From an optimization exercise on the open Yosys and OpenROAD flow, aimed at small area, a short achievable clock period and few clock cycles; shortcuts taken in it are not production practice. RTL that was checked went through simulation tests only; none was proved equivalent to the original. Function not checked in run 2: the RTL went through the layout flow alone. Power figures rest on the tool's default switching activity, not on a simulated workload.

==> flow/design.v <==
module onehot_from_bin (in,out);
function integer log2;
  input integer val;
  begin
	 log2 = 0;
	 while (val > 0) begin
	    val = val >> 1;
		log2 = log2 + 1;
	 end
  end
endfunction
parameter WIDTH = 64;
parameter LOG_WIDTH = log2(WIDTH-1);
input [LOG_WIDTH-1:0] in;
output [WIDTH-1:0] out;
reg [WIDTH-1:0] out;
always @(in) begin
	out = 0;
	out[in] = 1'b1;
end
endmodule
module onehot_to_bin #(
        parameter ONEHOT_WIDTH = 16
    ) (
    input  [ONEHOT_WIDTH-1:0]  onehot,
    output [BIN_WIDTH-1:0]     bin);
localparam BIN_WIDTH = $clog2(ONEHOT_WIDTH-1);
genvar i,j;
generate
    for (j=0; j<BIN_WIDTH; j=j+1)
    begin : jl
        wire [ONEHOT_WIDTH-1:0] tmp_mask;
        for (i=0; i<ONEHOT_WIDTH; i=i+1)
        begin : il
            assign tmp_mask[i] = i[j];
        end
        assign bin[j] = |(tmp_mask & onehot);
    end
endgenerate
endmodule
module arbiter (
	req, grant, base
);
parameter WIDTH = 16;
input [WIDTH-1:0] req;
output [WIDTH-1:0] grant;
input [WIDTH-1:0] base;
wire [2*WIDTH-1:0] double_req = {req,req};
wire [2*WIDTH-1:0] double_grant = double_req & ~(double_req-base);
assign grant = double_grant[WIDTH-1:0] | double_grant[2*WIDTH-1:WIDTH];
endmodule
module movegen_piece_stack #(
        parameter POSITION = 1,
        parameter WIDTH = 10
  ) (
    input logic              clk,
    input logic              clear,
    input logic [WIDTH-1:0]  in_data,
    input logic              load,
    output reg  [WIDTH-1:0]  out_data
  );
  always @(posedge clk) begin
    if (clear) begin
      out_data <= 0;
    end else if (load) begin
      out_data <= in_data;
    end
  end
endmodule
module movegen_rankfile (
  input logic        clk,
  input logic        in_pos_valid,
  input logic        in_pos_sop,
  output wire [5:0]  out_rankfile
  );
  reg [5:0] r_rankfile_bin;
  always @(posedge clk) begin
    if (in_pos_valid && in_pos_sop) begin
      r_rankfile_bin <= 0;
    end else begin
      r_rankfile_bin <= r_rankfile_bin + in_pos_valid;
    end
  end
  wire [5:0] rankfile_bin = in_pos_sop ? 6'b0 : r_rankfile_bin + in_pos_valid;
  assign out_rankfile = {{ 3'd7 - rankfile_bin[5:3], rankfile_bin[2:0] }};
endmodule
module movegen_lookup_output(
  input logic clk,
  input logic        in_pos_valid,
  input logic [3:0]  in_pos_data,
  input logic        in_pos_sop,
  input logic [5:0]  lookup_rankfile,
  output [3:0]       out_piece
  );
  reg was_in_pos_data_sop;
  always @(posedge clk) begin
    if (in_pos_valid) begin
      was_in_pos_data_sop <= in_pos_sop;
    end
  end
  assign out_piece = 4'b0;
endmodule
module movegen_square #(
        parameter RANK = 1,
        parameter FILE = 1
  ) (
  input logic clk,
  input logic        in_pos_valid,
  input logic [3:0]  in_pos_data,
  output wire  [3:0] out_pos_data,
  input logic        i_ep_file,
  input logic [3:0]  i_castle_rights,
  output        o_pn,
  output        o_ps,
  output        o_pne_nw,
  output        o_pse_sw,
  input logic   i_pn,
  input logic   i_pne,
  input logic   i_pse,
  input logic   i_ps,
  input logic   i_psw,
  input logic   i_pnw,
  output        o_kn,
  output        o_kne,
  output        o_ke,
  output        o_kse,
  output        o_ks,
  output        o_ksw,
  output        o_kw,
  output        o_knw,
  input logic   i_ks,
  input logic   i_ksw,
  input logic   i_kw,
  input logic   i_knw,
  input logic   i_kn,
  input logic   i_kne,
  input logic   i_ke,
  input logic   i_kse,
  output        o_sn,
  output        o_sne,
  output        o_se,
  output        o_sse,
  output        o_ss,
  output        o_ssw,
  output        o_sw,
  output        o_snw,
  input logic   i_ss,
  input logic   i_ssw,
  input logic   i_sw,
  input logic   i_snw,
  input logic   i_sn,
  input logic   i_sne,
  input logic   i_se,
  input logic   i_sse,
  output        o_nnne,
  output        o_nnnw,
  output        o_nsse,
  output        o_nssw,
  output        o_neen,
  output        o_nees,
  output        o_nwwn,
  output        o_nwws,
  input logic   i_nsse,
  input logic   i_nssw,
  input logic   i_nnne,
  input logic   i_nnnw,
  input logic   i_nwwn,
  input logic   i_nwws,
  input logic   i_neen,
  input logic   i_nees,
  output        o_castle_e,
  output        o_castle_w,
  input logic   i_castle_e,
  input logic   i_castle_w,
  input logic   emit_move,
  output        target_square,
  input logic   load_attackers,
  input logic   wtp
  );
  reg [3:0] pos;
  reg       is_attacked;
  always @(posedge clk) begin
    if (in_pos_valid) begin
      pos <= in_pos_data;
    end
    if (load_attackers) begin
      is_attacked <=  i_pne | i_pse | i_psw | i_pnw |
                      i_kn | i_kne | i_ke | i_kse | i_ks | i_ksw | i_kw | i_knw |
                      i_ss | i_sn | i_sw | i_se | i_ssw | i_snw | i_sne | i_sse |
                      i_nsse | i_nssw | i_nnne | i_nnnw | i_neen | i_nees | i_nwwn | i_nwws;
    end
  end
  assign out_pos_data = pos;
  wire [2:0] piece = pos[2:0];
  wire sq_occup = |piece;
  wire sq_empty = pos == 4'h0;
  wire sq_play  = sq_occup && pos[3] == wtp;
  wire sq_oppos = sq_occup && pos[3] != wtp;
  wire p_king, p_queen, p_rook, p_bishop, p_knight;
  assign p_king   = piece == 3'h1;
  assign p_queen  = piece == 3'h2;
  assign p_rook   = piece == 3'h3;
  assign p_bishop = piece == 3'h4;
  assign p_knight = piece == 3'h5;
  wire p_white_pawn = pos == 4'hE;
  wire p_black_pawn = pos == 4'h6;
  wire emit_attack = sq_oppos & load_attackers;
  wire pn = (emit_move & p_white_pawn);
  assign o_pn  = pn || (RANK == 3 & i_ps & sq_empty);    
  assign o_pne_nw = pn || (emit_attack & p_white_pawn);  
  wire ps = (emit_move & p_black_pawn);
  assign o_ps  = ps || (RANK == 6 & i_pn & sq_empty);    
  assign o_pse_sw = ps || (emit_attack & p_black_pawn);  
  wire k = (emit_move || emit_attack) & p_king;
  assign o_kn  = k;
  assign o_kne = k;
  assign o_ke  = k;
  assign o_kse = k;
  assign o_ks  = k;
  assign o_ksw = k;
  assign o_kw  = k;
  assign o_knw = k;
  wire slide_hver = (emit_move || emit_attack) & (p_queen | p_rook);
  wire slide_diag = (emit_move || emit_attack) & (p_queen | p_bishop);
  assign o_sn  = slide_hver | (sq_empty & i_ss);
  assign o_ss  = slide_hver | (sq_empty & i_sn);
  assign o_se  = slide_hver | (sq_empty & i_sw);
  assign o_sw  = slide_hver | (sq_empty & i_se);
  assign o_sne = slide_diag | (sq_empty & i_ssw);
  assign o_sse = slide_diag | (sq_empty & i_snw);
  assign o_ssw = slide_diag | (sq_empty & i_sne);
  assign o_snw = slide_diag | (sq_empty & i_sse);
  wire n = (emit_move || emit_attack) & p_knight;
  assign o_nnne = n;
  assign o_nnnw = n;
  assign o_nssw = n;
  assign o_nsse = n;
  assign o_nwwn = n;
  assign o_nwws = n;
  assign o_neen = n;
  assign o_nees = n;
  wire castle_move;
  generate
    if (RANK == 1 && FILE == 5) begin  
      assign o_castle_w = i_castle_rights[2] & emit_move & !is_attacked;  
      assign o_castle_e = i_castle_rights[3] & emit_move & !is_attacked;  
      assign castle_move = 0;
    end
    else if (RANK == 8 && FILE == 5) begin  
      assign o_castle_w = i_castle_rights[0] & emit_move & !is_attacked;  
      assign o_castle_e = i_castle_rights[1] & emit_move & !is_attacked;  
      assign castle_move = 0;
    end
    else if (RANK == 1) begin  
      assign o_castle_w = sq_empty && i_castle_e & !is_attacked;
      assign o_castle_e = sq_empty && i_castle_w & !is_attacked;
      assign castle_move = (FILE == 7 && o_castle_e) | (FILE == 3 && o_castle_w);
    end
    else if (RANK == 8) begin  
      assign o_castle_w = sq_empty && i_castle_e & !is_attacked;
      assign o_castle_e = sq_empty && i_castle_w & !is_attacked;
      assign castle_move = (FILE == 7 && o_castle_e) | (FILE == 3 && o_castle_w);
    end
    else begin : not_king_row
      assign o_castle_e = 0;
      assign o_castle_w = 0;
      assign castle_move = 0;
    end
  endgenerate
  wire pawn_move, pawn_take, pawn_ep, king_move, slide_move, knight_move;
  assign pawn_move = (i_pn | i_ps) & sq_empty;
  assign pawn_take = (i_pne | i_pse | i_psw | i_pnw) & sq_oppos;
  assign pawn_ep   = (((i_pne | i_pnw) && sq_empty && RANK == 3) |
                      ((i_pse | i_psw) && sq_empty && RANK == 6))
                    && i_ep_file;
  assign king_move = (i_kn | i_kne | i_ke | i_kse | i_ks | i_ksw | i_kw | i_knw) & (sq_empty | sq_oppos);
  assign slide_move = (i_ss | i_sn | i_sw | i_se | i_ssw | i_snw | i_sne | i_sse) & (sq_empty | sq_oppos);
  assign knight_move = (i_nsse | i_nssw | i_nnne | i_nnnw | i_neen | i_nees | i_nwwn | i_nwws) & (sq_empty | sq_oppos);
  assign target_square = pawn_move || pawn_take || pawn_ep || knight_move || slide_move || king_move || castle_move;
endmodule
module psudolegal_board(
  input logic clk,
  input logic rst,
  input logic        in_pos_valid,
  input logic [3:0]  in_pos_data,
  input logic        in_pos_sop,
  input logic        in_pos_eop,
  input logic        in_wtp,
  input logic [3:0]  in_castle,
  input logic [3:0]  in_ep,
  input logic       start,
  output reg        o_uci_valid,
  output reg [20:0] o_uci_data,
  output reg        o_uci_sop,
  output reg        o_uci_eop
  );
  reg [255:0] bdv;
  always @(posedge clk)
    if (in_pos_valid) bdv <= {bdv[251:0], in_pos_data};
  reg       wtp_r;
  reg [3:0] cas_r;
  reg [7:0] ep1h;    
  always @(posedge clk) begin
    wtp_r <= in_wtp;
    cas_r <= in_castle;
    ep1h  <= (in_ep != 4'd0) ? 8'd1 << (in_ep[2:0] - 3'd1) : 8'd0;
  end
  function automatic [5:0] pidx(input [2:0] r, input [2:0] f);
    pidx = {r, ~f};
  endfunction
  wire [63:0] occ, colw, own;
  genvar gi;
  generate
    for (gi = 0; gi < 64; gi = gi + 1) begin : sq
      assign occ[gi]  = |bdv[gi*4 +: 3];
      assign colw[gi] = bdv[gi*4 + 3];
      assign own[gi]  = occ[gi] & (colw[gi] == wtp_r);
    end
  endgenerate
  function automatic [3:0] sqv(input [255:0] b, input integer p);
    sqv = b[p*4 +: 4];
  endfunction
  reg  [5:0] cnt;      
  reg        vld_d;    
  always @(posedge clk) begin
    if (in_pos_valid) cnt <= in_pos_sop ? 6'd1 : cnt + 6'd1;
    vld_d <= in_pos_valid;
  end
  wire [2:0] wj = cnt[2:0] + 3'd6;    
  function automatic ray(input [255:0] b, input integer p0, input integer st,
                         input [2:0] n, input bit by_white, input bit diag);
    integer k;
    reg a;
    reg [3:0] c;
    begin
      a = 1'b0;
      for (k = 6; k >= 0; k = k - 1) begin
        c = b[(p0 + k*st)*4 +: 4];
        if (k < n)
          a = (c == {by_white, 3'd2} || c == {by_white, diag ? 3'd4 : 3'd3}) ||
              (c[2:0] == 3'd0 && a);
      end
      ray = a;
    end
  endfunction
  function automatic is_pc(input [3:0] c, input bit w, input [2:0] t);
    is_pc = c == {w, t};
  endfunction
  wire w1 = ray(bdv, 9, 8, 3'd7, 1'b0, 1'b0) |              
            ray(bdv, 8, 7, 3'd7 - wj, 1'b0, 1'b1) |         
            ray(bdv, 10, 9, wj, 1'b0, 1'b1) |               
            ray(bdv, 2, 1, wj, 1'b0, 1'b0) |                
            (wj != 3'd7 && wj != 3'd6 && is_pc(sqv(bdv, 7), 1'b0, 3'd5)) |
            is_pc(sqv(bdv, 11), 1'b0, 3'd5) | is_pc(sqv(bdv, 16), 1'b0, 3'd5) |
            is_pc(sqv(bdv, 18), 1'b0, 3'd5) |
            is_pc(sqv(bdv, 8), 1'b0, 3'd6) | is_pc(sqv(bdv, 10), 1'b0, 3'd6) |
            is_pc(sqv(bdv, 8), 1'b0, 3'd1) | is_pc(sqv(bdv, 9), 1'b0, 3'd1) |
            is_pc(sqv(bdv, 10), 1'b0, 3'd1) | is_pc(sqv(bdv, 2), 1'b0, 3'd1) |
            is_pc(sqv(bdv, 0), 1'b0, 3'd1);
  wire w8 = ray(bdv, 49, -8, 3'd7, 1'b1, 1'b0) |            
            ray(bdv, 48, -9, 3'd7 - wj, 1'b1, 1'b1) |       
            ray(bdv, 50, -7, wj, 1'b1, 1'b1) |              
            ray(bdv, 58, 1, wj, 1'b1, 1'b0) |               
            ray(bdv, 56, -1, 3'd7 - wj, 1'b1, 1'b0) |       
            (wj != 3'd7 && wj != 3'd6 && is_pc(sqv(bdv, 47), 1'b1, 3'd5)) |
            is_pc(sqv(bdv, 51), 1'b1, 3'd5) | is_pc(sqv(bdv, 40), 1'b1, 3'd5) |
            is_pc(sqv(bdv, 42), 1'b1, 3'd5) |
            is_pc(sqv(bdv, 48), 1'b1, 3'd6) | is_pc(sqv(bdv, 50), 1'b1, 3'd6) |
            is_pc(sqv(bdv, 48), 1'b1, 3'd1) | is_pc(sqv(bdv, 49), 1'b1, 3'd1) |
            is_pc(sqv(bdv, 50), 1'b1, 3'd1) | is_pc(sqv(bdv, 58), 1'b1, 3'd1) |
            is_pc(sqv(bdv, 56), 1'b1, 3'd1);
  reg [4:0] a1, a8;
  always @(posedge clk)
    if (vld_d) begin
      a1 <= {a1[3:0], w1};
      a8 <= {a8[3:0], w8};
    end
  wire e1_east = ray(bdv, 2, -1, 3'd3, 1'b0, 1'b0);
  wire wk_ok = cas_r[3] & !occ[pidx(0,5)] & !occ[pidx(0,6)] & !a1[2] & !a1[1] & !a1[0] & !e1_east;
  wire wq_ok = cas_r[2] & !occ[pidx(0,3)] & !occ[pidx(0,2)] & !a1[2] & !a1[3] & !a1[4] & !e1_east;
  wire bk_ok = cas_r[1] & !occ[pidx(7,5)] & !occ[pidx(7,6)] & !a8[2] & !a8[1] & !a8[0];
  wire bq_ok = cas_r[0] & !occ[pidx(7,3)] & !occ[pidx(7,2)] & !a8[2] & !a8[3] & !a8[4];
  wire ck_ok = wtp_r ? wk_ok : bk_ok;
  wire cq_ok = wtp_r ? wq_ok : bq_ok;
  function automatic [11:0] phstart(input [2:0] t, input [2:0] r, input [2:0] f,
                                    input w, input kok, input qok, input integer p);
    reg [7:0] fo, f1, f2, cm;
    reg [2:0] tr;
    reg ok, hv, dg, home;
    begin
      fo = 8'd1 << f;
      f1 = (fo << 1) | (fo >> 1);
      f2 = (fo << 2) | (fo >> 2);
      hv = t == 3'd2 || t == 3'd3;
      dg = t == 3'd2 || t == 3'd4;
      home = f == 3'd4 && r == (w ? 3'd0 : 3'd7);
      ok = 1'b0; tr = r; cm = 8'd0;
      case (t)
        3'd5: begin
          case (p)
            0: begin ok = r <= 3'd5; tr = r + 3'd2; cm = f1; end
            1: begin ok = r <= 3'd6; tr = r + 3'd1; cm = f2; end
            2: begin ok = r >= 3'd1; tr = r - 3'd1; cm = f2; end
            default: begin ok = r >= 3'd2; tr = r - 3'd2; cm = f1; end
          endcase
        end
        3'd1: begin
          case (p)
            0: begin ok = r <= 3'd6; tr = r + 3'd1; cm = f1 | fo; end
            1: begin ok = 1'b1; tr = r;
                     cm = f1 | {1'b0, home & kok, 3'b000, home & qok, 2'b00}; end
            2: begin ok = r >= 3'd1; tr = r - 3'd1; cm = f1 | fo; end
            default: ;
          endcase
        end
        3'd6: begin
          if (p == 0) begin ok = 1'b1; tr = w ? r + 3'd1 : r - 3'd1; cm = f1 | fo; end
        end
        default: begin
          case (p)
            0: begin ok = hv; tr = r; cm = f1; end
            1: begin ok = r <= 3'd6; tr = r + 3'd1; cm = (dg ? f1 : 8'd0) | (hv ? fo : 8'd0); end
            2: begin ok = r >= 3'd1; tr = r - 3'd1; cm = (dg ? f1 : 8'd0) | (hv ? fo : 8'd0); end
            default: ;
          endcase
        end
      endcase
      phstart = {ok, tr, cm};
    end
  endfunction
  function automatic [13:0] nextph(input [2:0] t, input [2:0] r, input [2:0] f,
                                   input w, input kok, input qok, input all, input [1:0] ph);
    reg [11:0] s [0:3];
    reg [3:0] okv, oh;
    reg seen;
    reg [1:0] op;
    reg [2:0] otr;
    reg [7:0] ocm;
    integer p;
    begin
      for (p = 0; p < 4; p = p + 1) begin
        s[p] = phstart(t, r, f, w, kok, qok, p);
        okv[p] = s[p][11] && (all || p > ph);
      end
      seen = 1'b0;
      for (p = 0; p < 4; p = p + 1) begin
        oh[p] = okv[p] && !seen;
        seen = seen | okv[p];
      end
      op = 2'd0; otr = 3'd0; ocm = 8'd0;
      for (p = 0; p < 4; p = p + 1) begin
        op  = op  | ({2{oh[p]}} & p[1:0]);
        otr = otr | ({3{oh[p]}} & s[p][10:8]);
        ocm = ocm | ({8{oh[p]}} & s[p][7:0]);
      end
      nextph = {seen, op, otr, ocm};
    end
  endfunction
  reg        seed;
  reg        ns_v;
  reg  [5:0] ns;
  reg        f_v;
  reg  [5:0] f_sq;
  reg  [2:0] f_t;
  wire [7:0] s_gt, s_eq, s_igt;
  generate
    for (gi = 0; gi < 8; gi = gi + 1) begin : thr
      assign s_gt[gi]  = gi > ns[5:3];
      assign s_eq[gi]  = gi == ns[5:3];
      assign s_igt[gi] = gi > ns[2:0];
    end
  endgenerate
  wire [63:0] fcand;
  generate
    for (gi = 0; gi < 64; gi = gi + 1) begin : fc
      assign fcand[gi] = own[gi] & (seed | s_gt[gi/8] | (s_eq[gi/8] & s_igt[gi%8]));
    end
  endgenerate
  reg  [7:0]  gany, gsel;
  reg  [2:0]  glo [0:7];
  reg  [5:0]  sn;
  reg         sseen;
  integer fg, fi;
  always @(*) begin
    for (fg = 0; fg < 8; fg = fg + 1) begin
      gany[fg] = |fcand[fg*8 +: 8];
      glo[fg] = 3'd0;
      for (fi = 7; fi >= 0; fi = fi - 1)
        if (fcand[fg*8+fi]) glo[fg] = fi[2:0];
    end
    sseen = 1'b0;
    for (fg = 0; fg < 8; fg = fg + 1) begin
      gsel[fg] = gany[fg] && !sseen;
      sseen = sseen | gany[fg];
    end
    sn = 6'd0;
    for (fg = 0; fg < 8; fg = fg + 1)
      sn = sn | ({6{gsel[fg]}} & {fg[2:0], glo[fg]});
  end
  wire [2:0] ns_t = bdv[ns*4 +: 3];
  reg        run;      
  reg        act;      
  reg  [2:0] cr, cf, ct;    
  reg  [1:0] ph;
  reg  [2:0] tr;           
  reg  [7:0] tro;          
  reg  [7:0] cm;           
  reg  [7:0] dn;           
  reg  [1:0] pm;
  reg [7:0] r_occ, r_col;
  integer rf;
  integer rk;
  always @(*)
    for (rf = 0; rf < 8; rf = rf + 1) begin
      r_occ[rf] = 1'b0; r_col[rf] = 1'b0;
      for (rk = 0; rk < 8; rk = rk + 1) begin
        r_occ[rf] = r_occ[rf] | (tro[rk] & occ[rk*8 + 7 - rf]);
        r_col[rf] = r_col[rf] | (tro[rk] & colw[rk*8 + 7 - rf]);
      end
    end
  wire [7:0] own8 = r_occ & ~(r_col ^ {8{wtp_r}});
  wire [7:0] opp8 = r_occ &  (r_col ^ {8{wtp_r}});
  wire [7:0] emp8 = ~r_occ;
  wire       is_pawn = ct == 3'd6;
  wire       is_sld  = ct == 3'd2 || ct == 3'd3 || ct == 3'd4;
  reg  [7:0] fbel;         
  wire [7:0] fo   = ~fbel & {fbel[6:0], 1'b1};
  wire [7:0] ep8  = (wtp_r ? tro[5] : tro[2]) ? ep1h : 8'd0;
  wire [7:0] vm = !is_pawn ? cm & ~own8 :
                  ph[0]    ? cm & emp8 :
                             cm & ((fo & emp8) | (~fo & (opp8 | (ep8 & emp8))));
  wire [7:0] ev = vm & ~dn;
  reg  [7:0] e1;
  reg  [2:0] etf;
  reg        eseen;
  integer ei;
  always @(*) begin
    eseen = 1'b0; etf = 3'd0;
    for (ei = 0; ei < 8; ei = ei + 1) begin
      e1[ei] = ev[ei] && !eseen;
      if (ev[ei] && !eseen) etf = ei[2:0];
      eseen = eseen | ev[ei];
    end
  end
  wire last  = (ev & ~e1) == 8'd0;
  wire emit  = act && eseen;
  wire promo = is_pawn && (tr == 3'd0 || tr == 3'd7);
  wire hold  = emit && promo && pm != 2'd3;
  wire [7:0] rx   = cm & emp8;
  wire [7:0] fabv = ~(fo | fbel);
  wire [7:0] rays = ((rx & fbel) >> 1) | ((rx & fabv) << 1) | (rx & fo);
  wire s_cont = is_sld && rays != 8'd0 &&
                (ph == 2'd0 || (ph == 2'd1 ? tr != 3'd7 : tr != 3'd0));
  wire p_cont = is_pawn && ph == 2'd0 && cr == (wtp_r ? 3'd1 : 3'd6) && (emp8 & fo) != 8'd0;
  wire [2:0] tr_up = tr + 3'd1;
  wire [2:0] tr_dn = tr - 3'd1;
  wire c_same = ph == 2'd0 && is_sld;
  wire c_up   = ph == 2'd1 || (is_pawn && wtp_r);
  wire [2:0] c_tr  = c_same ? tr : (c_up ? tr_up : tr_dn);
  wire [7:0] c_tro = c_same ? tro : (c_up ? {tro[6:0], 1'b0} : {1'b0, tro[7:1]});
  wire cont = s_cont || p_cont;
  wire [13:0] w_np = nextph(ct, cr, cf, wtp_r, ck_ok, cq_ok, 1'b0, ph);
  wire [2:0]  f_r = f_sq[5:3];
  wire [2:0]  f_f = ~f_sq[2:0];
  wire [13:0] f_np = nextph(f_t, f_r, f_f, wtp_r, ck_ok, cq_ok, 1'b1, 2'd0);
  wire more = w_np[13] && !is_pawn;
  wire gend      = act && !hold && last;
  wire piece_end = !act || (gend && !cont && !more);
  wire do_switch = run && piece_end && f_v;
  wire done_now  = run && act && piece_end && !f_v;
  wire f_take    = do_switch || !f_v;
  always @(posedge clk) begin
    if (rst) begin
      run <= 1'b0; act <= 1'b0; seed <= 1'b0; ns_v <= 1'b0; f_v <= 1'b0;
    end else begin
      seed <= start;
      if (start) begin
        run <= 1'b1; act <= 1'b0; f_v <= 1'b0; ns_v <= 1'b0;
      end else begin
        if (seed || (f_take && ns_v)) begin
          ns <= sn;
          ns_v <= sseen;
        end
        if (f_take) begin
          f_sq <= ns; f_t <= ns_t; f_v <= ns_v && !seed;
        end
      end
      if (done_now) begin
        run <= 1'b0; act <= 1'b0;
      end
      if (do_switch) act <= 1'b1;
    end
    if (hold) begin
      pm <= pm + 2'd1;
    end else begin
      pm <= 2'd0;
      if (do_switch) begin
        cr <= f_r; cf <= f_f; ct <= f_t;
        fbel <= (8'd1 << f_f) - 8'd1;
        ph <= f_np[12:11]; tr <= f_np[10:8]; cm <= f_np[7:0];
        tro <= 8'd1 << f_np[10:8];
        dn <= 8'd0;
      end else if (act && !last) begin
        dn <= dn | e1;
      end else if (act) begin
        dn <= 8'd0;
        if (cont) begin
          tr <= c_tr; tro <= c_tro;
          if (is_pawn) begin ph <= 2'd1; cm <= fo; end
          else cm <= rays;
        end else begin
          ph <= w_np[12:11]; tr <= w_np[10:8]; cm <= w_np[7:0];
          tro <= 8'd1 << w_np[10:8];
        end
      end
    end
  end
  wire        m_v = emit;
  wire [20:0] m_w = {promo, pm, ct, cf, cr, 3'd0, etf, tr};
  reg [20:0] hbuf;
  reg        hv, flush, sent;
  always @(posedge clk) begin
    if (m_v) hbuf <= m_w;
    o_uci_data <= hbuf;
    o_uci_sop  <= !sent;
    if (rst) begin
      hv <= 1'b0; flush <= 1'b0; sent <= 1'b0;
      o_uci_valid <= 1'b0; o_uci_eop <= 1'b0;
    end else begin
      o_uci_valid <= hv && (m_v || done_now || flush);
      o_uci_eop   <= (done_now && !m_v) || flush;
      flush <= done_now && m_v;
      if (hv && (m_v || done_now || flush)) sent <= 1'b1;
      if (m_v) hv <= 1'b1;
      else if ((done_now || flush) && hv) hv <= 1'b0;
      if (start) sent <= 1'b0;
    end
  end
endmodule
==> flow/run.sh <==
#!/bin/bash
# synth_recipe.tcl (not shown) runs the flow's synth.tcl, then flattens the netlist and writes it again
# the make line also repeats each setting of config.mk as NAME=value (left out here)
make -C /OpenROAD-flow-scripts/flow DESIGN_CONFIG=/design/flow/config.mk WORK_HOME=/design/flow/orfs CLKGATE_MAP_FILE= SYNTH_SCRIPT=/design/flow/synth_recipe.tcl finish
==> flow/config.mk <==
export PLATFORM = sky130hd
export DESIGN_NAME = psudolegal_board
export DESIGN_NICKNAME = psudolegal_board
export VERILOG_FILES = /design/flow/design.v
export SDC_FILE = /design/flow/constraint.sdc
export NUM_CORES = 4
export LEC_CHECK = 0
export CAP_MARGIN = 40
export CORE_MARGIN = 2
export CORE_UTILIZATION = 40
export PLACE_DENSITY = 0.6
export SETUP_SLACK_MARGIN = 1.0
export SLEW_MARGIN = 60
==> flow/constraint.sdc <==
create_clock -name core_clock -period 13.0 [get_ports {clk}]
set_input_delay 2.6000 -clock core_clock [delete_from_list [all_inputs] [get_ports {clk}]]
set_output_delay 2.6000 -clock core_clock [all_outputs]
set_load 0.01 [all_outputs]
==> results of run 1 <==
metrics by stage:
step	std cells	setup slack (ns)	power, W	instance area, sq um
2_1_floorplan	2144	8.92	0.00173	23100
3_3_place_gp	2864	7.59	0.00189	24200
3_5_place_dp	2894	8.28	0.00191	25000
4_1_cts	2980	8.42	0.00329	26600
5_1_grt	2983	8.28	0.00338	26700
6_report	2983	8.41	0.00328	26700
power groups by stage:
stage	clock, W	sequential [W]	combinational (W)
CTS	0.00140	0.00152	0.000367
global placement	0	0.00155	0.000343
detailed placement	0	0.00155	0.000365
global route	0.00145	0.00153	0.000399
floorplan	0	0.00150	0.000225
finish	0.00138	0.00152	0.000378
sequential cells by signal, summed over array words and instances, names as in the netlist, 4 cells and up:
name and flops:
a1 5, a8 5, bdv 256, cas_r 4
cm 8, dn 8, ep1h 8, f_sq 6
fbel 8, hbuf 18, ns 6, o_uci_data 18
tro 8
Yosys cell counts (all sizes together) (14+ instances only):
library cell	count
nand2b	49
o21ai	113
nor3	100
mux2i	47
o2111ai	24
ha	25
o31ai	56
o22ai	36
o311ai	14
dfxtp	45
nor2	155
nor2b	29
o211ai	33
nor4	24
inv	82
edfxtp	348
a22oi	48
nand4	15
nand3	40
clkbuf	67
nand2	120
or3	40
a31oi	22
buf	52
a21oi	125
a211oi	19
xor2	39
nand3b	18
or2	16
xnor2	46
mux4	51
cell usage in the layout, fill, tap and decap left out, drive strengths merged, types with 45 or more instances in the layout:
master  instances
dfxtp          45
a22oi          48
nand2         120
o21ai         113
nor3          100
buf            69
nor2          155
nand2b         49
a21oi         125
xnor2          46
mux4           51
edfxtp        348
mux2i          47
inv            86
clkbuf         52
o31ai          56
worst max-delay path by stage:
| stage | endpoint | cells past startpoint |
|---|---|---|
| after floorplan | tr[0] | 9 |
| after global placement | bdv[15] | 3 |
| after detailed placement | ns[2] | 4 |
| after CTS | dn[0] | 10 |
| after global routing | ns[1] | 11 |
| final | ns[1] | 11 |
worst reg2reg max path: stages, from the launching register on:
cell and delay (ns):
edfxtp_1 0.34, buf_4 0.39, buf_6 0.47, nand4b_1 0.46
o2111ai_1 0.39, o21a_1 0.22, nand4_1 0.29, nor4_1 0.43
nand4_1 0.30, or3_1 0.53, nor3_1 0.46, or4_1 0.19
cells by family (layout without fill, tap and decap cells):
family	after synthesis	in the layout	synth area share
XOR/XNOR	85	85	0.0322
buffers and inverters	202	276	0.0372
flip-flops	393	393	0.492
AO/OA/AOI/OAI	632	632	0.189
AND/OR/NAND/NOR	686	686	0.157
multiplexers	110	110	0.0763
adder cells (fa/ha/maj)	32	32	0.0170
other	1	4	0.000162
metal layers:
metal,track usage,routed length (microns)
met1,0.379,34900
met2,0.455,39400
met3,0.0515,7050
met4,0.139,4910
met5,0,0
cell type report:
type                            count  share of cell area
Timing Repair Buffer              107              0.0381
Clock inverter                     35              0.0141
Tap cell                          765              0.0358
Sequential cell                   393               0.425
Clock buffer                       51              0.0462
Multi-Input combinational cell   1549               0.429
Inverter                           83              0.0117
==> summary.txt, run 1 <==
crit-path leading delay family=simple AND/OR/NAND/NOR gates; Overflow after GRT=0; Max Cap Viol=0; final setup violation count=0; crit path DAT=5.05 ns; reg2reg setup slack=~8.4 ns; Rows=between 80 and 90; R2R Path Start=ns[1]; register clock-pin slew on the reported worst setup and hold paths=0.06 ns; cell mode on critical path=nand4_1; RSZ-0062 raised after global routing=false; Inserted Clock Buffers=46; prevailing post-synth register cell=edfxtp_1; run status=timing/DRC/antenna clean; max incr delay on CP=approximately 0.52 ns; internal power=between 0.002 and 0.0025 W; number of synthesis warnings=11; drt first pass iters=6; Vias=about 19,000; die width=about 240 microns; final hold violation count=0; CP Cell Sequence=buf_4 -> buf_6 -> nand4b_1 -> o2111ai_1 -> o21a_1 -> nand4_1 -> nor4_1 -> nand4_1 -> or3_1 -> nor3_1 -> or4_1; Pwr per Cell Area=about 120 nW/um^2; Crit. End Element=flip-flop; Gate power share=0.115; Max Fclk=roughly 0.22 GHz; flops & latches, synth=roughly 390; clk root buf=clkbuf_16; min-delay worst type=flip-flop to flip-flop; diodes inserted=0; Synth top area share=0.453; Sw Share=0.270; Worst Hold End=o_uci_data[20]; Seq. cell area=11,400 sq um; Sink Count=~390; Die Y=~240 microns; WP buf/inv=2; Worst Clk Skew=between 0.02 and 0.03 ns; I/O Buffers=38; antenna violations before repair=0; total track usage=0.287; Synth cell types=94; RR Endpoint=ns[1]; H-tree depth=2; drt initial violations=2,270; antenna viol nets, final=0; Clock Latency Late Sink=approximately 0.6 ns; Final min period=4.59 ns; Worst slew margin=0.532; Post-synth EDFFs=between 300 and 400; Mapped Cells=roughly 2,100; initial core utilization=0.402; fill count=approximately 5,200; R2R depth=11; IR drop worst, VDD=approximately 99 uV; origin of the worst setup path=ns[1]; slowest stage cell, crit path=or3_1; Area Growth Syn to Fin=15.7%; asr flop ratio synth=0; clock buffer depth=3; synthesized cell area=23,100 sq um; synth top area cells=edfxtp_1 45%, mux4_2 5.0%, dfxtp_1 3.9%, a21oi_1 2.7%, nor2_1 2.5%; Final GP Congestion=between 1 and 1.5; hold_ws=between 0.3 and 0.4 ns; Least-Margin Pin Slew=slightly below 0.7 ns; die area=between 50,000 and 60,000 sq um; sequential share of power=0.465; WP data required=about 13 ns; CP Launch Type=flip-flop; LEAKAGE=a little over 9 nW; area of the multi-input gates=approximately 11,000 sq um; Clk pwr share=0.420; critical path type=flip-flop to flip-flop; Setup TNS=0 ns; leading area contributor after synthesis=edfxtp_1; CTS tree=yes; first-pass GRT wire length=roughly 130 mm; pin count of the biggest net entering global routing=76; final worst-path cycle share=0.353; layout cells sized above 1=0.156; largest fanout on the critical path=between 40 and 50; Syn Area/Cell=around 11 sq um; hold buffers post-CTS=0; nets=around 2,200; DP Wirelength=approximately 64 mm; utilization after layout=0.466; Core Area=approximately 57,000 sq um; Post-Route WL=86.3 mm; Net Sw Power=between 0.0008 and 0.0009 W; fin. max-slew vios=0; worst min-delay path startpoint=hbuf[20]; WL/cell=28.9 microns; number of setup buffers added after CTS=0; sequential area share after synthesis=0.492; DRC Markers=0; post_cts resized=0; I/O pin cnt=43; Via density=between 6 and 7; hold path depth=0; vias in the first global route=about 18,000
Testbench counts, summed over its fixed seeds: cycles 117,286.
==> run 2: changes to the inputs <==
--- a/flow/design.v
+++ b/flow/design.v
@@ -559,11 +559,19 @@
   wire [2:0] c_tr  = c_same ? tr : (c_up ? tr_up : tr_dn);
   wire [7:0] c_tro = c_same ? tro : (c_up ? {tro[6:0], 1'b0} : {1'b0, tro[7:1]});
   wire cont = s_cont || p_cont;
-  wire [13:0] w_np = nextph(ct, cr, cf, wtp_r, ck_ok, cq_ok, 1'b0, ph);
   wire [2:0]  f_r = f_sq[5:3];
   wire [2:0]  f_f = ~f_sq[2:0];
-  wire [13:0] f_np = nextph(f_t, f_r, f_f, wtp_r, ck_ok, cq_ok, 1'b1, 2'd0);
-  wire more = w_np[13] && !is_pawn;
+  wire [11:0] ps1 = phstart(ct, cr, cf, wtp_r, ck_ok, cq_ok, 1);
+  wire [11:0] ps2 = phstart(ct, cr, cf, wtp_r, ck_ok, cq_ok, 2);
+  wire [11:0] ps3 = phstart(ct, cr, cf, wtp_r, ck_ok, cq_ok, 3);
+  wire more = act && !is_pawn &&
+              ((ph == 2'd0 && (ps1[11] || ps2[11] || ps3[11])) ||
+               (ph == 2'd1 && (ps2[11] || ps3[11])) ||
+               (ph == 2'd2 && ps3[11]));
+  wire [13:0] x_np = nextph(more ? ct : f_t, more ? cr : f_r, more ? cf : f_f,
+                            wtp_r, ck_ok, cq_ok, !more, ph);
+  wire [13:0] w_np = x_np;
+  wire [13:0] f_np = x_np;
   wire gend      = act && !hold && last;
   wire piece_end = !act || (gend && !cont && !more);
   wire do_switch = run && piece_end && f_v;
--- a/flow/config.mk
+++ b/flow/config.mk
@@ -10,4 +10,4 @@
 export CORE_UTILIZATION = 40
 export PLACE_DENSITY = 0.6
 export SETUP_SLACK_MARGIN = 1.0
-export SLEW_MARGIN = 60
+export SLEW_MARGIN = 40
==> summary.txt, run 2 <==
Sw Share=0.269; reg2reg setup slack=roughly 7.6 ns; Synth cell types=about 120; hold buffers post-CTS=0; Sink Count=slightly below 400; post_cts resized=0; largest fanout on the critical path=16; WL met1=about 33 mm; Core Area=54,900 sq um; run status=timing/DRC/antenna clean; synth top area cells=edfxtp_1 47%, mux4_2 5.9%, dfxtp_1 4.1%, nor2_1 2.3%, nor3_1 2.3%; critical path type=flip-flop to flip-flop; LEAKAGE=roughly 8.2 nW; Least-Margin Pin Slew=1.02 ns; number of synthesis warnings=10; Mapped Cells=1,955; R2R Path Start=act; Post-synth top cells=348 x edfxtp_1, 138 x nor2_1, 111 x nand2_1; drt initial violations=about 2,400; Crit. End Element=flip-flop; max reg flops=about 260; Area Growth Syn to Fin=11.9%; WP data required=around 13 ns; Max Fclk=0.187 GHz; RSZ-0062 raised after global routing=false; Finished Cell Area=about 25,000 sq um; synthesized cell area=roughly 22,000 sq um; Clock Latency Late Sink=roughly 0.6 ns; initial core utilization=0.403; drt first pass iters=6; Max Cap Viol=0; antenna viol nets, final=0; Routed met3 length=slightly above 7 mm; DRC Markers=0; clock buffer depth=3; flops & latches, synth=around 400; layout cells sized above 1=0.119; crit path DAT=between 5 and 6 ns; WL/cell=30.3 microns; sequential share of power=0.481; number of setup buffers added after CTS=0; most frequent cells in the layout=348 x edfxtp_1, 138 x nor2_1, 111 x nand2_1, 97 x nor3_1, 96 x a21oi_1; IR drop worst, VDD=112 uV; commonest non-fill, non-tap cell in the layout=edfxtp_1; total track usage=0.288; Rows=86; dpl cells=2,638; Die Y=between 200 and 250 microns; Worst slew margin=0.319; leading area contributor after synthesis=edfxtp_1; biggest regs=bdv: 256 flops, hbuf: 18 flops, o_uci_data: 18 flops; Worst Clk Skew=approximately 0.026 ns; origin of the worst setup path=act; pin count of the biggest net entering global routing=approximately 110; register clock-pin slew on the reported worst setup and hold paths=approximately 0.06 ns; prevailing post-synth register cell=edfxtp_1; Final min period=5.36 ns; RR Endpoint=cm[4]; min-delay worst type=flip-flop to flip-flop; final worst slack=between 7 and 8 ns; final setup violation count=0; Post-Route WL=82.6 mm; Pwr per Cell Area=around 130 nW/um^2; max layer used=met4; Setup TNS=0 ns; Biggest register=bdv; Syn Area/Cell=11.3 sq um; CTS tree=yes; Final GP Congestion=just under 1; R2R depth=13; diodes inserted=0; Gate power share=0.114; CP Launch Type=flip-flop; final hold violation count=0; vias in the first global route=~17,000; met2 WL=37.3 mm; Vias=~18,000; worst setup path end=cm[4]; Overflow after GRT=0; Net Sw Power=0.000856 W; Non-Filler Instances=about 2,700; final worst-path cycle share=0.412; asr flop ratio synth=0; H-tree depth=2; I/O Buffers=38; dpl ws=slightly below 8 ns; sequential area share after synthesis=0.513; I/O pin cnt=43; antenna violations before repair=0; Post-synth EDFFs=roughly 350; Inserted Clock Buffers=46; die width=239 microns; Clk pwr share=0.405; DP Wirelength=around 62 mm; Synth top area share=0.472; count leader, synth=edfxtp_1; fin. max-slew vios=0; first-pass GRT wire length=between 100 and 150 mm; Via density=6.60; nets=2,021; internal power=~0.0023 W; clk root buf=clkbuf_16; die area=57,200 sq um; utilization after layout=0.451; Post-DP Area=between 20,000 and 25,000 sq um
run 2: cell count changes after synthesis, sizes merged, moves of 8 or more:
cell,delta
o311ai,-9
inv,-17
o21ai,-8
mux2i,-30
nand2,-9
a21oi,-27
nand2b,-18
clkbuf,-24
o211ai,-13
buf,-8
nor2,-16
nor3,+8
run 2: logic make-up (layout without fill, tap and decap cells):
kind of cell	after synthesis	count (layout)	synth area share
adders and majority gates	28	28	0.0152
buffers and inverters	155	218	0.0313
xor gates and xnor gates	86	86	0.0340
other	1	4	0.000169
muxes	82	82	0.0706
AOI/OAI and AO/OA	562	562	0.178
DFF	393	393	0.513
and+or+nand+nor	648	648	0.158
run 2: power groups by stage:
stage	combinational [W]	sequential, W	clock [W]
2_1_floorplan	0.000234	0.00151	0
3_3_place_gp	0.000349	0.00155	0
3_5_place_dp	0.000351	0.00155	0
4_1_cts	0.000353	0.00153	0.00131
5_1_grt	0.000384	0.00153	0.00136
6_report	0.000362	0.00153	0.00129
run 2: worst min path at each step:
stage,slack [ns],depth (start not counted),start,to
after floorplan,0.32,0,hbuf[0],o_uci_data[0]
after detailed placement,0.33,0,hbuf[0],o_uci_data[0]
final,0.34,0,hbuf[0],o_uci_data[0]
after CTS,0.34,0,hbuf[0],o_uci_data[0]
after global placement,0.32,0,hbuf[3],o_uci_data[3]
after global routing,0.34,0,hbuf[9],o_uci_data[9]
run 2: per-stage QoR:
stage	power, W	hold WS (ns)
finish	0.00318	0.339
detailed placement	0.00190	0.327
global placement	0.00190	0.324
floorplan	0.00174	0.323
global route	0.00328	0.343
CTS	0.00319	0.339
run 2: routing by layer:
metal | up-vias | GRT usage
met2 | 1076 | 0.451
met5 | - | 0
li1 | 7830 | -
met3 | 204 | 0.0436
met4 | 0 | 0.162
met1 | 8879 | 0.383
run 2: final cells by class:
cell class,instances,area [sq um]
Fill cell,5053,30100
Sequential cell,393,11400
Multi-Input combinational cell,1410,10200
Clock buffer,63,1300
Tap cell,704,881
Timing Repair Buffer,64,603
Inverter,68,256
Clock inverter,23,199
run 2: worst max-delay path: stages (launching register included):
cell and delay (ns):
dfxtp_1 0.74, clkinv_1 0.54, a21oi_1 0.35, a22oi_1 0.29
inv_1 0.30, ha_1 0.23, inv_1 0.05, o311ai_1 0.46
a31oi_1 0.17, o211ai_1 0.54, o2bb2ai_1 0.18, mux2_2 0.31
a2111oi_0 0.84, a21oi_1 0.06
==> run 3: changes to the inputs <==
--- a/flow/design.v
+++ b/flow/design.v
@@ -299,11 +299,11 @@
     if (in_pos_valid) bdv <= {bdv[251:0], in_pos_data};
   reg       wtp_r;
   reg [3:0] cas_r;
-  reg [7:0] ep1h;    
+  reg [3:0] ep_r;
   always @(posedge clk) begin
     wtp_r <= in_wtp;
     cas_r <= in_castle;
-    ep1h  <= (in_ep != 4'd0) ? 8'd1 << (in_ep[2:0] - 3'd1) : 8'd0;
+    ep_r  <= in_ep;
   end
   function automatic [5:0] pidx(input [2:0] r, input [2:0] f);
     pidx = {r, ~f};
@@ -462,40 +462,36 @@
   reg        f_v;
   reg  [5:0] f_sq;
   reg  [2:0] f_t;
-  wire [7:0] s_gt, s_eq, s_igt;
-  generate
-    for (gi = 0; gi < 8; gi = gi + 1) begin : thr
-      assign s_gt[gi]  = gi > ns[5:3];
-      assign s_eq[gi]  = gi == ns[5:3];
-      assign s_igt[gi] = gi > ns[2:0];
-    end
-  endgenerate
-  wire [63:0] fcand;
-  generate
-    for (gi = 0; gi < 64; gi = gi + 1) begin : fc
-      assign fcand[gi] = own[gi] & (seed | s_gt[gi/8] | (s_eq[gi/8] & s_igt[gi%8]));
-    end
-  endgenerate
-  reg  [7:0]  gany, gsel;
+  reg  [7:0]  gany, gsel, grow, gin;
   reg  [2:0]  glo [0:7];
+  reg  [2:0]  ilo;
   reg  [5:0]  sn;
-  reg         sseen;
+  reg         sseen, iseen;
   integer fg, fi;
   always @(*) begin
     for (fg = 0; fg < 8; fg = fg + 1) begin
-      gany[fg] = |fcand[fg*8 +: 8];
+      gany[fg] = |own[fg*8 +: 8];
       glo[fg] = 3'd0;
       for (fi = 7; fi >= 0; fi = fi - 1)
-        if (fcand[fg*8+fi]) glo[fg] = fi[2:0];
+        if (own[fg*8+fi]) glo[fg] = fi[2:0];
     end
+    grow = own[ns[5:3]*8 +: 8];
+    for (fi = 0; fi < 8; fi = fi + 1)
+      gin[fi] = grow[fi] && fi > ns[2:0] && !seed;
+    iseen = |gin;
+    ilo = 3'd0;
+    for (fi = 7; fi >= 0; fi = fi - 1)
+      if (gin[fi]) ilo = fi[2:0];
     sseen = 1'b0;
     for (fg = 0; fg < 8; fg = fg + 1) begin
-      gsel[fg] = gany[fg] && !sseen;
-      sseen = sseen | gany[fg];
+      gsel[fg] = gany[fg] && (seed || fg > ns[5:3]) && !sseen;
+      sseen = sseen | (gany[fg] && (seed || fg > ns[5:3]));
     end
     sn = 6'd0;
     for (fg = 0; fg < 8; fg = fg + 1)
       sn = sn | ({6{gsel[fg]}} & {fg[2:0], glo[fg]});
+    if (iseen) sn = {ns[5:3], ilo};
+    sseen = sseen | iseen;
   end
   wire [2:0] ns_t = bdv[ns*4 +: 3];
   reg        run;      
@@ -523,9 +519,14 @@
   wire [7:0] emp8 = ~r_occ;
   wire       is_pawn = ct == 3'd6;
   wire       is_sld  = ct == 3'd2 || ct == 3'd3 || ct == 3'd4;
-  reg  [7:0] fbel;         
-  wire [7:0] fo   = ~fbel & {fbel[6:0], 1'b1};
-  wire [7:0] ep8  = (wtp_r ? tro[5] : tro[2]) ? ep1h : 8'd0;
+  reg  [7:0] fbel, fo, ep8;    
+  integer fx;
+  always @(*)
+    for (fx = 0; fx < 8; fx = fx + 1) begin
+      fbel[fx] = cf > fx;
+      fo[fx]   = cf == fx;
+      ep8[fx]  = ep_r == fx + 1 && (wtp_r ? tro[5] : tro[2]);
+    end
   wire [7:0] vm = !is_pawn ? cm & ~own8 :
                   ph[0]    ? cm & emp8 :
                              cm & ((fo & emp8) | (~fo & (opp8 | (ep8 & emp8))));
@@ -561,15 +562,36 @@
   wire cont = s_cont || p_cont;
   wire [2:0]  f_r = f_sq[5:3];
   wire [2:0]  f_f = ~f_sq[2:0];
-  wire [11:0] ps1 = phstart(ct, cr, cf, wtp_r, ck_ok, cq_ok, 1);
-  wire [11:0] ps2 = phstart(ct, cr, cf, wtp_r, ck_ok, cq_ok, 2);
-  wire [11:0] ps3 = phstart(ct, cr, cf, wtp_r, ck_ok, cq_ok, 3);
-  wire more = act && !is_pawn &&
-              ((ph == 2'd0 && (ps1[11] || ps2[11] || ps3[11])) ||
-               (ph == 2'd1 && (ps2[11] || ps3[11])) ||
-               (ph == 2'd2 && ps3[11]));
-  wire [13:0] x_np = nextph(more ? ct : f_t, more ? cr : f_r, more ? cf : f_f,
-                            wtp_r, ck_ok, cq_ok, !more, ph);
+  function automatic [3:0] phok(input [2:0] t, input [2:0] r, input [2:0] f,
+                                input w, input kok, input qok);
+    reg [11:0] x0, x1, x2, x3;
+    begin
+      x0 = phstart(t, r, f, w, kok, qok, 0);
+      x1 = phstart(t, r, f, w, kok, qok, 1);
+      x2 = phstart(t, r, f, w, kok, qok, 2);
+      x3 = phstart(t, r, f, w, kok, qok, 3);
+      phok = {x3[11], x2[11], x1[11], x0[11]};
+    end
+  endfunction
+  reg  [3:0] rem4;           
+  wire       more = act && !is_pawn && rem4 != 4'd0;
+  wire [3:0] f_ok = phok(f_t, f_r, f_f, wtp_r, ck_ok, cq_ok);
+  wire [2:0] x_t = more ? ct : f_t;
+  wire [2:0] x_r = more ? cr : f_r;
+  wire [2:0] x_f = more ? cf : f_f;
+  wire [3:0] x_m = more ? rem4 : f_ok;
+  wire [3:0] x_oh = x_m & ~{x_m[2:0], 1'b0} & ~{x_m[1:0], 2'b0} & ~{x_m[0], 3'b0};
+  reg  [13:0] x_np;
+  reg  [11:0] x_s;
+  integer xp;
+  always @(*) begin
+    x_np = 14'd0;
+    for (xp = 0; xp < 4; xp = xp + 1) begin
+      x_s = phstart(x_t, x_r, x_f, wtp_r, ck_ok, cq_ok, xp);
+      x_np = x_np | ({14{x_oh[xp]}} & {1'b1, xp[1:0], x_s[10:0]});
+    end
+  end
+  wire [3:0] rem4_n = x_m & ~x_oh;
   wire [13:0] w_np = x_np;
   wire [13:0] f_np = x_np;
   wire gend      = act && !hold && last;
@@ -604,8 +626,8 @@
       pm <= 2'd0;
       if (do_switch) begin
         cr <= f_r; cf <= f_f; ct <= f_t;
-        fbel <= (8'd1 << f_f) - 8'd1;
         ph <= f_np[12:11]; tr <= f_np[10:8]; cm <= f_np[7:0];
+        rem4 <= rem4_n;
         tro <= 8'd1 << f_np[10:8];
         dn <= 8'd0;
       end else if (act && !last) begin
@@ -618,6 +640,7 @@
           else cm <= rays;
         end else begin
           ph <= w_np[12:11]; tr <= w_np[10:8]; cm <= w_np[7:0];
+          rem4 <= rem4_n;
           tro <= 8'd1 << w_np[10:8];
         end
       end
==> summary.txt, run 3 <==
hold buffers post-CTS=0; max incr delay on CP=between 0.7 and 0.8 ns; Crit. End Element=flip-flop; I/O pin cnt=43; biggest regs=bdv: 256 flops, hbuf: 18 flops, o_uci_data: 18 flops; total track usage=0.270; drt initial violations=approximately 2,600; CTS tree=yes; Vias=16,600; layout cells sized above 1=0.111; WL/cell=~29 microns; Die Y=approximately 230 microns; initial core utilization=0.407; Final GP Congestion=just under 1; clock buffer depth=3; asr flop ratio synth=0; flops & latches, synth=between 300 and 400; Max Fclk=0.203 GHz; prevailing post-synth register cell=edfxtp_1; dpl cells=~2,500; Mapped Cells=around 1,800; dpl ws=roughly 8 ns; Non-Filler Instances=2,579; Setup TNS=0 ns; drt first pass iters=6; Worst slew margin=0.368; antenna viol nets, final=0; clk root buf=clkbuf_16; number of synthesis warnings=9; utilization after layout=0.456; leading area contributor after synthesis=edfxtp_1; fill count=about 4,700; Worst Clk Skew=between 0.03 and 0.04 ns; Syn Area/Cell=about 11 sq um; synth top area cells=edfxtp_1 49%, mux4_2 6.8%, dfxtp_1 3.9%, nor2_1 3.0%, o21ai_0 2.5%; Sink Count=roughly 380; Pwr per Cell Area=approximately 130 nW/um^2; Rows=83; Compound-Gate Fraction of Synth Area=0.165; H-tree depth=2; I/O Buffers=38; nets=about 1,900; Post-DP Area=22,200 sq um; commonest non-fill, non-tap cell in the layout=edfxtp_1; Biggest register=bdv; Max Cap Viol=0; Synth cell types=between 100 and 150; Overflow after GRT=0; max reg flops=roughly 260; DRC Markers=0; post_cts resized=0; synthesized cell area=about 21,000 sq um; mux contribution to synthesized area=0.0791; IR drop worst, VDD=122 uV; Finished Cell Area=about 24,000 sq um; fin. max-slew vios=0; area of the multi-input gates=between 9000 and 10,000 sq um; die width=233 microns; Core Area=slightly above 50,000 sq um; Inserted Clock Buffers=42; final worst-path cycle share=0.379; critical path type=flip-flop to flip-flop; Least-Margin Pin Slew=approximately 0.94 ns; CP Launch Type=flip-flop; Synth top area share=0.491; reg2reg setup slack=8.07 ns; final setup violation count=0; Clock Latency Late Sink=approximately 0.60 ns; sequential area share after synthesis=0.530; first-pass GRT wire length=approximately 110 mm; WP data required=~13 ns; Synth Area in Simple Gates=0.148; die area=between 50,000 and 60,000 sq um; CP Cell Sequence=o31ai_1 -> o2111ai_1 -> or2_2 -> a31oi_1 -> o22ai_1 -> nor3_1 -> a31oi_1 -> nand3_1 -> nand4bb_1 -> o211a_1 -> o31ai_1; RSZ-0062 raised after global routing=false; most frequent cells in the layout=343 x edfxtp_1, 163 x nor2_1, 129 x nand2_1, 106 x o21ai_0, 87 x nor3_1; vias in the first global route=approximately 16,000; diodes inserted=0; final worst slack=between 8 and 9 ns; slowest stage cell, crit path=o31ai_1; DP Wirelength=between 50 and 60 mm; min-delay worst type=flip-flop to flip-flop; Post-Route WL=between 70 and 80 mm; number of setup buffers added after CTS=0; antenna violations before repair=1; crit path DAT=~5 ns; Post-synth EDFFs=approximately 340; register clock-pin slew on the reported worst setup and hold paths=0.06 ns; Area Growth Syn to Fin=12.2%; Post-Synth Adder-Cell Area=0.0114; run status=timing/DRC/antenna clean; largest fanout on the critical path=7; final hold violation count=0; Via density=about 6.4; Synth Area in XOR/XNOR=0.0391; Seq. cell area=approximately 11,000 sq um; pin count of the biggest net entering global routing=108; count leader, synth=edfxtp_1; LEAKAGE=a little under 8 nW; largest family of logic cells by synthesized area=compound AO/OA/AOI/OAI gates; Post-synth top cells=343 x edfxtp_1, 166 x nor2_1, 130 x nand2_1; Final min period=~5 ns
## run 3: per-layer routing
layer | GRT usage | vias to the layer above | part of all wire | routed length [microns]
li1 | - | 7295 | - | -
met5 | 0 | - | 0.00018 | 13
met4 | 0.128 | 2 | 0.050 | 3690
met1 | 0.371 | 8263 | 0.41 | 30200
met2 | 0.411 | 848 | 0.45 | 33100
met3 | 0.0524 | 175 | 0.090 | 6620
## run 3: cell families after synthesis
group / Yosys count
other: 1
DFF: 384
AOI/OAI and AO/OA: 507
xor gates and xnor gates: 93
buffers and inverters: 133
adders and majority gates: 20
muxes: 85
and+or+nand+nor: 609
## run 3: stage by stage
| stage | hold WS [ns] | power, W |
|---|---|---|
| final | 0.339 | 0.00302 |
| after global routing | 0.345 | 0.00310 |
| after CTS | 0.341 | 0.00302 |
| after detailed placement | 0.327 | 0.00184 |
| after global placement | 0.326 | 0.00183 |
| after floorplan | 0.323 | 0.00169 |
## run 3: layout make-up
class,count,area share
clock buffers,52,0.0471
clock inverters,25,0.00988
inverters,54,0.00861
multi-input cells,1317,0.399
flip-flops and latches,384,0.472
well taps,680,0.0361
repair buffers,67,0.0272
## run 3: power by group
group	internal [W]	leakage, nW	switching (W)
Combinational	0.000126	3.58	0.000207
Sequential	0.00141	3.64	0.0000836
Clock	0.000671	0.653	0.000520
Total	0.00221	7.87	0.000811
## run 3: worst max-delay path: cells and delay by family (launching register included)
kind | cells | cell delay [ns]
and+or+nand+nor | 4 | 1.13
DFF | 1 | 0.50
AOI/OAI and AO/OA | 7 | 2.93
## run 3: final timing paths
kind                  from              to  cells past startpoint
setup reg to reg    bdv[9]           ns[3]                     11
setup / recovery    bdv[9]           ns[3]                     11
hold / removal    hbuf[16]  o_uci_data[16]                      0
hold reg to reg   hbuf[16]  o_uci_data[16]                      0
Testbench counts of run 3, summed over its fixed seeds: cycles 117,286.
==> run 4: changes to the inputs <==
==> flow/flow/run.sh (new file) <==
#!/bin/bash
set -euo pipefail
bash standard.sh SETUP_SLACK_MARGIN=9.5 finish > flow.log 2>&1
==> flow/standard.sh (new file) <==
#!/bin/bash
# synth_recipe.tcl (not shown) runs the flow's synth.tcl, then flattens the netlist and writes it again
# the make line also repeats each setting of config.mk as NAME=value (left out here)
make -C /OpenROAD-flow-scripts/flow DESIGN_CONFIG=/design/flow/config.mk WORK_HOME=/design/flow/orfs CLKGATE_MAP_FILE= SYNTH_SCRIPT=/design/flow/synth_recipe.tcl "${@:-finish}"
removed: flow/run.sh
==> summary.txt, run 4 <==
Least-Margin Pin Slew=just over 0.9 ns; Biggest register=bdv; Die Y=between 200 and 250 microns; fill count=between 4,000 and 5,000; dpl cells=~2,500; final worst-path cycle share=0.281; first-pass GRT wire length=roughly 110 mm; commonest non-fill, non-tap cell in the layout=edfxtp_1; Core Area=slightly above 50,000 sq um; Finished Cell Area=between 20,000 and 30,000 sq um; dpl ws=about 7.8 ns; Pwr per Cell Area=about 120 nW/um^2; Area Growth Syn to Fin=21.8%; WL/cell=29.0 microns; critical path type=flip-flop to flip-flop; Non-Filler Instances=between 2,000 and 3,000; antenna violations before repair=1; clock buffer depth=3; number of synthesis warnings=9; Post-Route WL=~78 mm; Worst Clk Skew=between 0.02 and 0.025 ns; Seq. cell area=~11,000 sq um; max reg flops=between 200 and 300; WP data required=between 10 and 15 ns; leading area contributor after synthesis=edfxtp_1; fin. max-slew vios=0; sequential area share after synthesis=0.530; Rows=between 80 and 90; M1 GR Usage=0.381; Syn Area/Cell=approximately 11 sq um; hold buffers post-CTS=0; synth top area cells=edfxtp_1 49%, mux4_2 6.8%, dfxtp_1 3.9%, nor2_1 3.0%, o21ai_0 2.5%; Post-DP Area=between 20,000 and 25,000 sq um; DRC Markers=0; Crit. End Element=flip-flop; biggest regs=bdv: 256 flops, hbuf: 18 flops, o_uci_data: 18 flops; drt initial violations=2,474; cell mode on critical path=buf_4; Max Fclk=between 0.2 and 0.3 GHz; synthesized cell area=between 20,000 and 25,000 sq um; slowest stage cell, crit path=edfxtp_1; most frequent cells in the layout=343 x edfxtp_1, 158 x nor2_1, 122 x nand2_1, 103 x buf_4, 100 x o21ai_0; Sink Count=384; antenna viol nets, final=0; met2 usage=0.434; die width=about 230 microns; count leader, synth=edfxtp_1; H-tree depth=2; Vias=around 18,000; Final min period=between 3 and 4 ns; CP Cell Sequence=buf_4 -> buf_4 -> a22oi_1 -> nand4_1 -> xor2_1 -> a21oi_1 -> a2111oi_4 -> buf_4 -> a21oi_1 -> nand2_2 -> nand3_4 -> nand4bb_4 -> o211a_4 -> o31ai_4; I/O pin cnt=43; initial core utilization=0.407; I/O Buffers=38; Max Cap Viol=0; final worst slack=roughly 9.4 ns; gr busiest metal=met2; vias in the first global route=between 15,000 and 20,000; area of the multi-input gates=10,400 sq um; clk root buf=clkbuf_16; Synth top area share=0.491; Setup TNS=0 ns; Post-synth EDFFs=343; IR drop worst, VDD=around 110 uV; register clock-pin slew on the reported worst setup and hold paths=around 0.060 ns; CTS tree=yes; flops & latches, synth=384; LEAKAGE=approximately 8.6 nW; GR Layer Usage met3=0.0580; nets=around 2,000; largest fanout on the critical path=8; final setup violation count=0; Final GP Congestion=about 1; Post-synth top cells=343 x edfxtp_1, 166 x nor2_1, 130 x nand2_1; DP Wirelength=between 50 and 60 mm; Worst slew margin=0.375; drt first pass iters=5; crit path DAT=3.91 ns; asr flop ratio synth=0; Synth cell types=101; max incr delay on CP=roughly 0.38 ns; Inserted Clock Buffers=43; prevailing post-synth register cell=edfxtp_1; min-delay worst type=flip-flop to flip-flop; Mapped Cells=~1,800; Overflow after GRT=0; die area=between 50,000 and 60,000 sq um; RSZ-0062 raised after global routing=true; run status=timing/DRC/antenna clean; final hold violation count=0; CP Launch Type=flip-flop; total track usage=0.282; Clock Latency Late Sink=between 0.5 and 0.6 ns; layout cells sized above 1=0.228; pin count of the biggest net entering global routing=76; Via density=6.54
## run 4: layout make-up
class,count,area share
clock inverter,18,0.00748
timing repair buffer,165,0.0613
clock buffer,58,0.0462
sequential,384,0.435
inverter,54,0.00871
multi-input combinational,1317,0.408
antenna,1,0.0000978
tap,680,0.0333
## run 4: what timing repair did
item / CTS / global route
setup endpoints to repair: 289 / 199
resized for setup: 229 / 80
cloned: 2 / 2
setup buffers: 57 / 35
pin swaps: 19 / 36
## run 4: report_power, final
group	total (W)	internal [W]	switching, W
registers	0.00150	0.00141	0.0000876
logic	0.000379	0.000151	0.000228
clock network	0.00122	0.000701	0.000524
## run 4: worst paths after layout
kind              slack, ns        endpoint      from  depth (start not counted)
setup / recovery       9.35           ns[5]    tro[4]                         14
hold / removal         0.33  o_uci_data[12]  hbuf[12]                          0
setup reg to reg       9.35           ns[5]    tro[4]                         14
hold reg to reg        0.33  o_uci_data[12]  hbuf[12]                          0
## run 4: critical path: cells and delay by family, from the launching register on
kind	cells	cell delay, ns
and+or+nand+nor	4	0.72
DFF	1	0.38
xor gates and xnor gates	1	0.24
buffers and inverters	3	0.59
AOI/OAI and AO/OA	6	1.40
## run 4: per-layer routing
metal / part of all wire / vias to the layer above
met2: 0.45 / 1086
met4: 0.057 / 0
met1: 0.40 / 8693
met3: 0.099 / 218
li1: - / 7504
met5: 0 / -
## run 4: kinds of logic after synthesis
family          Yosys count  share of synthesized area
other cells               1                   0.000179
simple gates            609                      0.148
mux                      85                     0.0791
flops                   384                      0.530
compound gates          507                      0.165
fa+ha+maj                20                     0.0114
xor+xnor                 93                     0.0391
buf+inv                 133                     0.0274
## run 4: stage by stage
| stage | power (W) | hold WS (ns) | util |
|---|---|---|---|
| floorplan | 0.00169 | 0.323 | - |
| global placement | 0.00183 | 0.324 | 0.429 |
| detailed placement | 0.00184 | 0.327 | 0.430 |
| CTS | 0.00309 | 0.338 | 0.482 |
| global route | 0.00319 | 0.345 | 0.495 |
| finish | 0.00310 | 0.334 | 0.496 |

[re-timing with driven ports]
The flow's constraints put no driver on any port. The routed layouts listed below were extracted and timed again, unchanged, in two steps.
Step 1, drivers: a clkbuf_16 drives clk and a buf_2 each remaining input, both assumed.
Step 2, shift: input delay + t, output delay - t, t = (earliest + latest rising clock arrival at the registers) / 2. This alone moves slack from input paths to output paths.
Three values: ideal, step 1, step 2; two values: the first two.
| run | t, ns | setup WS [ns] | worst setup path after step 2 | cell pins on the clock port's net |
|---|---|---|---|---|
| run 1 | 0.647 | 8.412 / 8.412 / 8.412 | register to register | 1 |
| run 2 | 0.641 | 7.639 / 7.639 / 7.639 | register to register | 1 |
| run 3 | 0.645 | 8.069 / 8.069 / 8.069 | register to register | 1 |
| run 4 | 0.637 | 9.352 / 9.337 / 8.781 | input to register | 1 |
After both steps setup and hold are still met in every run listed. For run 4, which loses most, drivers alone change the setup slack by -0.015 ns; drivers and shift together by -0.571 ns.
